This design comes from an exercise in tuning for small area, a short achievable clock period and few clock cycles per item on the open sky130 flow, not from production work.
In this exercise RTL edits were held to simulation tests only and were not proved equivalent to the original.
Power figures rest on the tool's default switching activity, not on a simulated workload.

==> inputs of run E <==
// filter
module filter(
        input clock,
        input reset,
        input start,
        output reg done,
        input  [15:0] data_in,
        output reg [15:0] data_out
    );
export LEC_CHECK = 0
export CAP_MARGIN = 20
export CORE_MARGIN = 2
export CORE_UTILIZATION = 60
export CTS_CLUSTER_DIAMETER = 100
export CTS_CLUSTER_SIZE = 24
export SLEW_MARGIN = 20
export SYNTH_HIERARCHICAL = 1
create_clock -name core_clock -period 10.0 [get_ports {clock}]
standard.sh (not shown) runs the stock make flow with config.mk's settings and CLKGATE_MAP_FILE= SYNTH_SCRIPT=/design/flow/synth_recipe.tcl, a recipe that flattens the netlist after the stock synthesis.
==> flow/flow/run.sh <==
#!/bin/bash
# Standard ORFS layout (the standard.sh) with changes only to how it is
# optimised: ports are buffered with a plain buffer instead of the default
# delay-buffer cell, and timing repair is asked for more setup margin than the
# 10 ns clock needs, so that it works on the achieved period.
set -euo pipefail
bash standard.sh SETUP_SLACK_MARGIN=7.05 "BUFFER_PORTS_ARGS=-buffer_cell sky130_fd_sc_hd__buf_4" finish > orfs_make.log 2>&1
==> run P: changes against run E <==
--- a/flow/flow/run.sh
+++ b/flow/flow/run.sh
@@ -6,2 +6,2 @@
 set -euo pipefail
-bash standard.sh SETUP_SLACK_MARGIN=7.05 "BUFFER_PORTS_ARGS=-buffer_cell sky130_fd_sc_hd__buf_4" finish > orfs_make.log 2>&1
+bash standard.sh SETUP_SLACK_MARGIN=7.25 "BUFFER_PORTS_ARGS=-buffer_cell sky130_fd_sc_hd__buf_4" finish > orfs_make.log 2>&1
CORE_UTILIZATION = 40   (was 60)
==> comparison table <==
| item | run P | run E |
|---|---|---|
| Result of the run | timing/DRC/antenna clean | timing/DRC/antenna clean |
| Worst setup slack after placement | 6750 ps | 6490 ps |
| Die Width | 175 um | 144 um |
| Worst reg2reg path endpoint | p1[14] | p1[12] |
| Share of final-layout standard cells stronger than drive strength 1 | 22.8% | 14.4% |
| Clock distribution power | 497 uW | 502 uW |
| Effective utilization at floorplan | 40.7% | 60.7% |
| Origin of the worst min-delay path | data_out[7] | data_out[12] |
| Power of the sequential group | 1.01 mW | 1.02 mW |
| Transition time at the pin with the least slew margin | 685 ps | 777 ps |
| Met2 usage | 27.9% | 44.2% |
| Total power | 2.79 mW | 2.69 mW |
| Maximum vdd drop | 0.130 mV | 0.126 mV |
| Buffer share of cell area | 4.44% | 3.04% |
| Fin util | 47.3% | 67.3% |
| Final-layout worst hold slack | 475 ps | 476 ps |
| Setup slack, reg-to-reg | 7160 ps | 7100 ps |
| Via/cell ratio | 5.35 | 6.09 |
| Die Height | 175 um | 144 um |
Testbench counts of run E, summed over its fixed seeds: cycles 2,064, samples 2,048.
Testbench counts of run P, summed over its fixed seeds: cycles 2,064, samples 2,048.

========
==> run a: inputs <==
Another version of the RTL of filter (not shown whole).
Design filter, start of the top module:
module filter(
        input clock,
        input reset,
        input start,
        output reg done,
        input  [15:0] data_in,
        output reg [15:0] data_out
    );
    reg [15:0] h0, h1, h2, h3, h4, h5, h6;
    reg [23:0] p0, p1;
    genvar gi;
    wire [8:0] ld, hold;
    wire [111:0] hq = {h6, h5, h4, h3, h2, h1, h0};
    wire [111:0] hn = {h5, h4, h3, h2, h1, h0, data_in};
    wire [111:0] hd;
    generate
        for (gi = 0; gi < 9; gi = gi + 1) begin : sel
            selgen g (start, reset, ld[gi], hold[gi]);
        end
        for (gi = 0; gi < 112; gi = gi + 1) begin : hsel
            ao22 m (ld[gi / 16], hn[gi], hold[gi / 16], hq[gi], hd[gi]);
        end
    endgenerate
    always @(posedge clock)
        {h6, h5, h4, h3, h2, h1, h0} <= hd;
    reg  [16:0] pc;    
    wire pca_1, pca_2;
    ha pca_1_c (h0[0], h3[0], pca_1, pca_2);
    wire pca_3, pca_4;
    ha pca_3_c (h0[1], h3[1], pca_3, pca_4);
    wire pca_5, pca_6;
    ha pca_5_c (h0[2], h3[2], pca_5, pca_6);
    wire pca_7, pca_8;
    ha pca_7_c (h0[3], h3[3], pca_7, pca_8);
    wire pca_9, pca_10;
    ha pca_9_c (h0[4], h3[4], pca_9, pca_10);
    wire pca_11, pca_12;
    ha pca_11_c (h0[5], h3[5], pca_11, pca_12);
    wire pca_13, pca_14;
    ha pca_13_c (h0[6], h3[6], pca_13, pca_14);
    wire pca_15, pca_16;
    ha pca_15_c (h0[7], h3[7], pca_15, pca_16);
    wire pca_17, pca_18;
    ha pca_17_c (h0[8], h3[8], pca_17, pca_18);
    wire pca_19, pca_20;
    ha pca_19_c (h0[9], h3[9], pca_19, pca_20);
    wire pca_21, pca_22;
    ha pca_21_c (h0[10], h3[10], pca_21, pca_22);
    wire pca_23, pca_24;
    ha pca_23_c (h0[11], h3[11], pca_23, pca_24);
    wire pca_25, pca_26;
    ha pca_25_c (h0[12], h3[12], pca_25, pca_26);
    wire pca_27, pca_28;
    ha pca_27_c (h0[13], h3[13], pca_27, pca_28);
    wire pca_29, pca_30;
  ...
clock: 10.0 ns
lec_check: 0
cap_margin: 20
core_margin: 2
core_utilization: 60
cts_buf_list: sky130_fd_sc_hd__clkbuf_8
cts_cluster_diameter: 100
cts_cluster_size: 16
slew_margin: 20
synth_hierarchical: 1
==> flow/flow/run.sh <==
#!/bin/bash
# Standard ORFS layout (the standard.sh) with changes only to how it is
# optimised: ports are buffered with a plain buffer instead of the default
# delay-buffer cell, and timing repair is asked for more setup margin than the
# 10 ns clock needs, so that it works on the achieved period.
set -euo pipefail
bash standard.sh SETUP_SLACK_MARGIN=7.0 "BUFFER_PORTS_ARGS=-buffer_cell sky130_fd_sc_hd__buf_4" finish > orfs_make.log 2>&1
==> run b (differences from run a) <==
--- a/flow/flow/run.sh
+++ b/flow/flow/run.sh
@@ -6,2 +6,2 @@
 set -euo pipefail
-bash standard.sh SETUP_SLACK_MARGIN=7.0 "BUFFER_PORTS_ARGS=-buffer_cell sky130_fd_sc_hd__buf_4" finish > orfs_make.log 2>&1
+bash standard.sh SETUP_SLACK_MARGIN=7.05 "BUFFER_PORTS_ARGS=-buffer_cell sky130_fd_sc_hd__buf_4" finish > orfs_make.log 2>&1
- CTS_BUF_LIST: sky130_fd_sc_hd__clkbuf_8 -> not set
- CTS_CLUSTER_SIZE: 16 -> 24
==> run c (differences from run a) <==
- CTS_BUF_LIST: sky130_fd_sc_hd__clkbuf_8 -> not set
- CTS_CLUSTER_SIZE: 16 -> 24
- PLACE_DENSITY: not set -> 0.8
==> qor summary <==
| metric | run c | run a | run b |
|---|---|---|---|
| Status | timing/DRC/antenna clean | timing/DRC/antenna clean | timing/DRC/antenna clean |
| Crit path max fanout | 2 | 21 | 2 |
| Pre-CTS setup slack | 6.54 ns | 6.45 ns | 6.45 ns |
| Number of placed cells counting well taps | 1132 | 1135 | 1135 |
| Startpoint of the lowest-slack register-to-register path | pc[9] | h0[5] | h0[10] |
| Detailed-route vias per instance | 6.02 | 5.98 | 5.96 |
| Clock Skews | 0.0185 ns | 0.0277 ns | 0.0126 ns |
| Share of final-layout standard cells stronger than drive strength 1 | 9.85% | 12.0% | 14.0% |
| Weighted congestion at the end of routability-driven global placement | 0.888 | 0.834 | 0.834 |
| Wire length of the first global-routing pass | 38500 um | 40700 um | 40900 um |
| CP Launch Type | flop | primary input | flop |
| Clock buffer instance count of the final layout | 13 | 17 | 14 |
| End point of the critical path | data_out[14] | h3[14] | data_out[12] |
| Root buffer cell | sky130_fd_sc_hd__clkbuf_16 | sky130_fd_sc_hd__clkbuf_8 | sky130_fd_sc_hd__clkbuf_16 |
| Logic pwr share | 34.6% | 36.6% | 35.9% |
| GRT met2 Usage | 40.3% | 45.3% | 46.2% |
| R2R Path End | p1[15] | p1[9] | p1[13] |
| FF+latch area | 0.00423 mm2 | 0.00425 mm2 | 0.00427 mm2 |
| Detail Route met3 WL | 1220 um | 842 um | 790 um |
| Resized cells post-CTS | 14 | 23 | 37 |
| Total routed wire length on the met1 layer | 10800 um | 10800 um | 10800 um |
Testbench counts of run a, summed over its fixed seeds: cycles 2,064, samples 2,048.
Testbench counts of run b, summed over its fixed seeds: cycles 2,064, samples 2,048.
Testbench counts of run c, summed over its fixed seeds: cycles 2,064, samples 2,048.

## port drivers added, routing unchanged
The results above use ideal ports. As a check the final layouts listed here were re-extracted and re-timed, cells and wires unchanged. Step 1 sets driving cells, clkbuf_16 on the clock port and buf_2 on the other inputs (assumed; they add their load-dependent delay and slew). Step 2 adds t to the input delays and takes it off the output delays; t is the mean of the earliest and latest rising clock arrival at the registers after step 1. Input paths then give back, and output paths get back, about the clock's delay inside the block. Three values: ideal, step 1, step 2; two values: the first two.
run	t, ns	setup slack, ns	latest minus earliest clock arrival (ns)	slew at the worst register clock pin (ns)
run E	0.519	7.081 / 7.032 / 6.765	0.010 / 0.010	0.10 / 0.10
run P	0.514	7.084 / 7.033 / 6.814	0.016 / 0.016	0.09 / 0.09
run a	0.523	7.036 / 7.000 / 6.535	0.028 / 0.028	0.10 / 0.10
run b	0.509	7.076 / 7.032 / 6.758	0.013 / 0.014	0.10 / 0.10
run c	0.512	7.042 / 6.997 / 6.625	0.021 / 0.020	0.10 / 0.10
After both steps setup and hold are still met in every run listed. The setup slack of run a, which loses most, moves by -0.036 ns with the drivers and by -0.501 ns with both steps.
